Source: an optimization exercise on an open RTL-to-GDS flow (aim: small area, a short achievable clock period and few clock cycles per item). Production flows keep margins and buffers that such runs may drop. Function was checked by simulation only, so behaviour that the tests miss may differ from the original. Power figures rest on the tool's default switching activity, not on a simulated workload.

Setup of run A:
==> flow/design.v (excerpt) <==
module pow5_pipelined_valid
#(
  parameter DATA_WIDTH = 8
)
(
  input  logic                      clk_i,
  input  logic                      rst_i,
  input  logic [DATA_WIDTH-1:0]     pow_data_i,
  input  logic                      data_valid_i,
  output logic [(5*DATA_WIDTH)-1:0] pow_data_o,
  output logic                      data_valid_o
);
export LEC_CHECK = 0
export CAP_MARGIN = 20
export CORE_MARGIN = 2
export CORE_UTILIZATION = 20
export CTS_BUF_LIST = sky130_fd_sc_hd__clkbuf_8
export PLACE_DENSITY = 0.3
export SETUP_SLACK_MARGIN = 3.2
export SLEW_MARGIN = 20
create_clock -name core_clock -period 5.5 [get_ports {clk_i}]
standard.sh (not shown) runs the stock make flow with config.mk's settings and CLKGATE_MAP_FILE= SYNTH_SCRIPT=/design/flow/synth_recipe.tcl, a recipe that flattens the netlist after the stock synthesis.
==> flow/flow/run.sh <==
#!/bin/bash
# Own flow: the standard flow (standard synthesis and layout) with one change:
# the port buffers are plain sky130_fd_sc_hd__buf_1 cells.
set -euo pipefail
bash standard.sh "BUFFER_PORTS_ARGS=-buffer_cell sky130_fd_sc_hd__buf_1" finish > log_standard_flow.log 2>&1
Testbench counts of run A, summed over its fixed seeds: cycles 16,008, items 16,000.
diff inputs: run A => run B
==> flow/run.sh (new file) <==
#!/bin/bash
# synth_recipe.tcl (not shown) runs the flow's synth.tcl, then flattens the netlist and writes it again
# the make line also repeats each setting of config.mk as NAME=value (left out here)
make -C /OpenROAD-flow-scripts/flow DESIGN_CONFIG=/design/flow/config.mk WORK_HOME=/design/flow/orfs CLKGATE_MAP_FILE= SYNTH_SCRIPT=/design/flow/synth_recipe.tcl finish
--- a/flow/config.mk
+++ b/flow/config.mk
@@ -7,0 +8 @@
+export ABC_AREA = 1
@@ -10,3 +11,2 @@
-export CORE_UTILIZATION = 20
-export CTS_BUF_LIST = sky130_fd_sc_hd__clkbuf_8
-export PLACE_DENSITY = 0.3
+export CORE_UTILIZATION = 25
+export PLACE_DENSITY = 0.4
removed: flow/flow/run.sh
removed: flow/standard.sh
## What came out
Taking run A as the reference, in run B maximum clock rate shrank by about 7%, total power per unit cell area grew by about 18%, per-cell routed wire length shrank by 4.3 um. Run B vs run A — cell total after placement rose 82. Taking run A over run B, the number of well-tap cells placed ratio works out to 1.3.
[inputs] run C vs run B
--- a/flow/config.mk
+++ b/flow/config.mk
@@ -11,3 +11,3 @@
-export CORE_UTILIZATION = 25
-export PLACE_DENSITY = 0.4
-export SETUP_SLACK_MARGIN = 3.2
+export CORE_UTILIZATION = 20
+export PLACE_DENSITY = 0.3
+export SETUP_SLACK_MARGIN = 3.3
### Flow results
Diff run B -> run C: met1 track demand over resource in global routing went down by 3.0 points, setup slack after layout went up by 260 ps. Looking at wire length of the first global-routing pass across both flows, run C is the weaker of the two, with run B ahead. Cmp run B and run C / utilization after layout / higher: run B. Hold slack: run C vs run B up 4.4 ps.
Setup changes, run C to run D
--- a/flow/config.mk
+++ b/flow/config.mk
@@ -13 +13 @@
-export SETUP_SLACK_MARGIN = 3.3
+export SETUP_SLACK_MARGIN = 3.0
==> comparison <==
Run D finished end to end and its layout was clean on timing, DRC and antenna. Run C has a lower routed length on met2 than run D. Cell type of the slowest stage on the worst timing path = sky130_fd_sc_hd__dfxtp_2: run C; cell type of the slowest stage on the worst timing path = sky130_fd_sc_hd__nor2_1: run D. Compared with run C, the router placed fewer vias in run D. u_pow5.p15$_DFF_P_ as the launch point of the critical path was reported by run C, and u_pow5.p8$_DFF_P_ by run D. Compared with run C, run D shows a lower combinational share of power.

---

pow5_pipelined_valid, a different RTL version from the one above (not shown whole).
Size in the first run: roughly 1200 cells after synthesis, ~52 I/O pins, roughly 6900 µm² of cells after synthesis.
Design pow5_pipelined_valid, start of the top module:
module pow5_pipelined_valid
#(
  parameter DATA_WIDTH = 8
)
(
  input  logic                      clk_i,
  input  logic                      rst_i,
  input  logic [DATA_WIDTH-1:0]     pow_data_i,
  input  logic                      data_valid_i,
  output logic [(5*DATA_WIDTH)-1:0] pow_data_o,
  output logic                      data_valid_o
);
clock: 5.5 ns
lec_check: 0
cap_margin: 20
core_margin: 2
core_utilization: 20
place_density: 0.3
setup_slack_margin: 3.0
slew_margin: 20
==> flow/flow/run.sh <==
#!/bin/bash
# Own flow: the standard synthesis, then the combinational logic re-mapped by abc
# with an area-recovering script (flip-flops untouched), then the standard layout
# with plain buf_1 cells as the port buffers.
set -euo pipefail
R=orfs/results/${FLOW_PLATFORM}/pow5_pipelined_valid/base
bash standard.sh synth > log_synth_standard.log 2>&1
cp $R/1_2_yosys.v standard_1_2_yosys.v
ABC_SCRIPT=$(cat flow/abc_script.txt)
bash flow/remap.sh standard_1_2_yosys.v remapped.v "$ABC_SCRIPT" > log_remap_yosys.log 2>&1
cp remapped.v $R/1_2_yosys.v
rm -f $R/1_synth.odb $R/1_synth.sdc
bash standard.sh "BUFFER_PORTS_ARGS=-buffer_cell sky130_fd_sc_hd__buf_1" finish > log_layout.log 2>&1
==> flow/flow/abc_script.txt <==
strash;dch;map -a;mfs2;strash;dch;map -a;topo;buffer -c;upsize -D 1500;dnsize -D 1500
Other scripts of this flow, unchanged in this note and not shown: flow/flow/cellmodels.py, flow/flow/remap.sh
Testbench counts at the start, summed over its fixed seeds: cycles 16,008, items 16,000.
Change:
Settings changed: SETUP_SLACK_MARGIN 3.0 to 2.5.
What happened: The new run completed with no timing, DRC or antenna violations; critical path depth rises by 1; count of clock-buffer cells in the layout does not change; clock power barely changes; fmax decreases by 18%; via count fell by about 5.3%; design area went down by about 15%; wire length decreases by about 3.6%; final cell count fell by about 4%; global-route usage decreases by 1.2 points; core utilization decreases by 4.6 points.
Change:
--- a/flow/flow/run.sh
+++ b/flow/flow/run.sh
@@ -3,2 +3 @@
-# with an area-recovering script (flip-flops untouched), then the standard layout
-# with plain buf_1 cells as the port buffers.
+# with an area-recovering script (flip-flops untouched), then the standard layout.
@@ -13 +12 @@
-bash standard.sh "BUFFER_PORTS_ARGS=-buffer_cell sky130_fd_sc_hd__buf_1" finish > log_layout.log 2>&1
+bash standard.sh > log_layout.log 2>&1
==> flow/flow/abc_script.txt (replaced) <==
strash;dch;map -a;mfs2;strash;dch;map -a
Settings changed: SETUP_SLACK_MARGIN 2.5 to 3.0.
Design area climbs by about a fifth. Maximum frequency climbs by a quarter to a third. First-iteration DRC count grows slightly. Synthesized area came out lower slightly. Clock skew hardly moves.

## port drivers added, routing unchanged
How much do the figures lean on ideal ports? The routed layouts below were timed once more, with nothing changed but the port constraints. Step 1: set_driving_cell puts a clkbuf_16 on clk_i and a buf_2 on each other input, an assumption about the parent block. Step 2 moves the port delays by t, midway between the first and last clock arrival at a register: inputs arrive t later, outputs are due t later. That takes back most of the time a late clock gives input paths. Three values: ideal ports, drivers, drivers and shift; two values: the first two.
run | shift t [ns] | slack for setup (ns) | hold slack, ns | worst setup path after step 2
run A | 0.526 | 3.054 / 3.054 / 3.054 | 0.363 / 0.363 / 0.363 | register to register
run B | 0.448 | 2.861 / 2.861 / 2.861 | 0.354 / 0.354 / 0.354 | register to register
run C | 0.440 | 3.123 / 3.123 / 3.123 | 0.359 / 0.359 / 0.359 | register to register
run D | 0.447 | 2.785 / 2.785 / 2.785 | 0.359 / 0.359 / 0.359 | register to register
the first run of note 2 | 0.447 | 2.819 / 2.819 / 2.819 | 0.352 / 0.352 / 0.352 | register to register
the second run of note 2 | 0.459 | 2.250 / 2.250 / 2.250 | 0.353 / 0.353 / 0.353 | register to register
the third run of note 2 | 0.442 | 2.906 / 2.906 / 2.906 | 0.374 / 0.374 / 0.374 | register to register
After both steps setup and hold are still met in every run listed.
